From an optimization exercise on the open Yosys and OpenROAD flow, aimed at small area, a short achievable clock period and few clock cycles per item; shortcuts taken in it are not production practice.
At most, simulation tests tie the RTL to the original design; equivalence was not proved.
Power and IR drop assume default switching activity.

## multiply_n_divide_top
module multiply_n_divide_top(clk, reset, a_in, b_in, m_d, start, result, ready);
    input [63:0] a_in, b_in;
    input clk, reset, start, m_d;
    output ready;
    output [128:0] result;
    function [6:0] len64;
        input [63:0] x;
        integer i;
        begin
            len64 = 7'd0;
            for (i = 0; i < 64; i = i + 1)
                if (x[i]) len64 = i + 1;
        end
    endfunction
    reg [63:0] H, L, Y;
    reg [6:0]  la, lb;
    reg [5:0]  idx;
    reg        mb, op_mul, swap, busy, setup, run;
    assign ready  = ~busy;
    assign result = {1'b0, H, L};
    wire        sw_n   = lb < la;                  
    wire [6:0]  m_n    = sw_n ? lb : la;
    wire [63:0] mlt_n  = sw_n ? b_in : a_in;       
    wire [63:0] mcd_n  = sw_n ? a_in : b_in;       
    wire [5:0]  mi_n   = m_n[5:0] - 6'd2;          
    wire        b_zero = (lb == 7'd0);
    wire        a_lt_b = (la < lb) & ~b_zero;
    wire [6:0]  k_n    = la - lb;
    wire [5:0]  kr_n   = k_n[5:0] | 6'd15;
    wire [5:0]  la1    = la[5:0] - 6'd1;
    wire        use_la = la1 <= kr_n;
    wire [5:0]  s0_n   = b_zero ? 6'd63 : (use_la ? la1 : kr_n);
    reg  [63:0] r0_n;
    reg         d0_n;
    always @* begin
        if (b_zero) begin
            r0_n = 64'd0;
            d0_n = a_in[63];
        end else if (a_lt_b) begin
            r0_n = a_in;
            d0_n = 1'b0;
        end else if (use_la) begin
            r0_n = 64'd0;
            d0_n = 1'b1;
  ...
Size: about 2600 cells after synthesis.
clock: 4.5 ns
lec_check: 0
abc_clock_period_in_ps: 2500
cap_margin: 20
core_margin: 2
core_utilization: 40
slew_margin: 20
run.sh (not shown) runs the stock make flow with config.mk's settings and CLKGATE_MAP_FILE= SYNTH_SCRIPT=/design/flow/synth_recipe.tcl, a recipe that flattens the netlist after the stock synthesis.
The baseline completed and failed the layout checks on negative setup slack.
Then changed:
Settings changed: ABC_CLOCK_PERIOD_IN_PS 2500 to default.
=> The changed run ran to the end with violations: negative setup slack; die area does not change; sequential power barely changes; combinational power hardly moves; register-to-register slack barely changes; clock power is about the same; wire length does not change.
No run of this note included a check of the RTL's function; only the layout flow was run.

multiply_n_divide_top, a different RTL version from the one above (not shown whole).
Size in the first run: about 2700 cells after synthesis, about 220 flip-flops, ~260 I/O pins, roughly 20000 um2 of cells after synthesis.
export LEC_CHECK = 0
export CAP_MARGIN = 20
export CORE_MARGIN = 2
export CORE_UTILIZATION = 60
export SETUP_SLACK_MARGIN = 0.1
export SLEW_MARGIN = 20
export BUFFER_PORTS_ARGS = -buffer_cell sky130_fd_sc_hd__buf_1
create_clock -name core_clock -period 4.5 [get_ports {clk}]
standard.sh (not shown) runs the stock make flow with config.mk's settings and CLKGATE_MAP_FILE= SYNTH_SCRIPT=/design/flow/synth_recipe.tcl, a recipe that flattens the netlist after the stock synthesis.
==> flow/flow/run.sh <==
#!/bin/bash
set -e
export BUFFER_PORTS_ARGS="-buffer_cell sky130_fd_sc_hd__buf_1"
echo 'export BUFFER_PORTS_ARGS = -buffer_cell sky130_fd_sc_hd__buf_1' >> config.mk
bash standard.sh finish > standard_sh.log 2>&1
Testbench counts at the start, summed over its fixed seeds: cycles 24,540, items 1,280.
Then changed:
==> flow/run.sh (new file) <==
#!/bin/bash
# synth_recipe.tcl (not shown) runs the flow's synth.tcl, then flattens the netlist and writes it again
# the make line also repeats each setting of config.mk as NAME=value (left out here)
make -C /OpenROAD-flow-scripts/flow DESIGN_CONFIG=/design/flow/config.mk WORK_HOME=/design/flow/orfs CLKGATE_MAP_FILE= SYNTH_SCRIPT=/design/flow/synth_recipe.tcl finish
BUFFER_PORTS_ARGS = unset   (was -buffer_cell sky130_fd_sc_hd__buf_1)
CORE_UTILIZATION = 40   (was 60)
SETUP_SLACK_MARGIN = unset   (was 0.1)
removed: flow/flow/run.sh
removed: flow/standard.sh
What happened:
- The changed run completed with no timing, DRC or antenna violations
- final area came out higher by 9.4%
- via count falls by 0.68%
- setup slack got worse by 5.2 ps

multiply_n_divide_top again, from the RTL that the note above started with.
// multiply_n_divide_top
module multiply_n_divide_top(clk, reset, a_in, b_in, m_d, start, result, ready);
clock: 4.5 ns
lec_check: 0
cap_margin: 20
core_margin: 2
core_utilization: 40
setup_slack_margin: 0.2
slew_margin: 20
buffer_ports_args: -buffer_cell sky130_fd_sc_hd__buf_1
==> flow/flow/run.sh <==
#!/bin/bash
set -e
export BUFFER_PORTS_ARGS="-buffer_cell sky130_fd_sc_hd__buf_1"
echo 'export BUFFER_PORTS_ARGS = -buffer_cell sky130_fd_sc_hd__buf_1' >> config.mk
bash standard.sh finish > standard_sh.log 2>&1
Testbench counts at the start, summed over its fixed seeds: cycles 24,540, items 1,280.
==> next run, changes <==
CORE_UTILIZATION = 60   (was 40)
SETUP_SLACK_MARGIN = 0.4   (was 0.2)
Outcome: Routed wire length fell by 4.8%; cell area rose by 3.1%; synthesized area stays the same; worst setup slack is worse by 7.4 ps; sequential share of layout area fell by 0.72 points; clock-buffer cell count rose by 4; sequential cell count is unchanged; maximum frequency is about the same; non-clock buffer count rose by 24; global-route usage rose by 14 points.
==> next run, changes <==
CORE_UTILIZATION = 40   (was 60)
SETUP_SLACK_MARGIN = 0.1   (was 0.4)
What happened:
- The changed run passed the timing, DRC and antenna checks
- via count drops by 5.1%
- global-route usage drops by 15 points
- synthesized cell count does not change
- wire length rose by 3.7%

job 2661:
multiply_n_divide_top, a different RTL version from the one above (not shown whole).
Size in the first run: ~220 flip-flops, ~0.021 sq mm of cells after synthesis.
clock: 4.5 ns
lec_check: 0
cap_margin: 20
core_margin: 2
core_utilization: 40
setup_slack_margin: 0.2
slew_margin: 20
buffer_ports_args: -buffer_cell sky130_fd_sc_hd__buf_1
Scripts as last shown in full above: flow/flow/run.sh
Job 2661 completed every stage of the flow, and the final layout passed the timing, DRC and antenna checks.
Testbench counts of job 2661, summed over its fixed seeds: cycles 23,523, items 1,280.
What job 4633 does differently from job 2661 at the input level:
- swapping 40 for 60 in CORE_UTILIZATION
- swapping 0.2 for 0.4 in SETUP_SLACK_MARGIN
[summary]
Summary of job 4633 over job 2661: data required time of the worst path barely changed; max-capacitance violation count barely changed; portion of total power attributed to the clock network dropped 2.0 points; power drawn by the clock network dropped about 6%.
Compared with job 2661, in job 4633 area of the core shows a reduction of about 33%, data arrival time of the worst path shows an increase of 80 ps, post-route total power shows an increase of 2.9%, non-clock buffer count shows an increase of 22.
The hold slack of job 4633 was inferior to that of job 2661.

[separate check: timing with driven ports]
The results above use ideal ports. As a check the final layouts listed here were re-extracted and re-timed, cells and wires unchanged.
Step 1: set_driving_cell puts a clkbuf_16 on clk and a buf_2 on each other input, an assumption about the parent block.
Step 2 also shifts input and output timing later by t, the mid clock arrival at the registers, as if the neighbouring blocks saw the same clock.
Three values: no drivers, after step 1, after step 2; two values: the first two.
run | shift t [ns] | slack for setup (ns) | worst hold slack (ns) | worst slew at a driven data input, ns
the first run of note 1 | 0.649 | -0.253 / -0.253 / -0.253 | 0.469 / 0.469 / 0.469 | 0.06
the second run of note 1 | 0.649 | -0.253 / -0.253 / -0.253 | 0.469 / 0.469 / 0.469 | 0.06
the first run of note 2 | 0.627 | 0.151 / 0.151 / 0.151 | 0.494 / 0.468 / 0.515 | 0.08
the second run of note 2 | 0.633 | 0.146 / 0.146 / 0.109 | 0.513 / 0.513 / 0.513 | 0.09
the first run of note 3 | 0.624 | 0.293 / 0.293 / 0.293 | 0.499 / 0.464 / 0.508 | 0.10
the second run of note 3 | 0.642 | 0.286 / 0.286 / 0.286 | 0.477 / 0.441 / 0.516 | 0.10
the third run of note 3 | 0.625 | 0.161 / 0.161 / 0.161 | 0.496 / 0.461 / 0.507 | 0.10
job 2661 | 0.650 | 0.267 / 0.267 / -0.087 | 0.526 / 0.489 / 0.526 | 0.15
job 4633 | 0.621 | 0.199 / 0.199 / -0.114 | 0.510 / 0.510 / 0.510 | 0.09
With both steps, setup timing fails in job 2661 and job 4633, where it was met with ideal ports. For job 2661, which loses most, drivers alone change the setup slack by 0.000 ns; drivers and shift together by -0.354 ns.
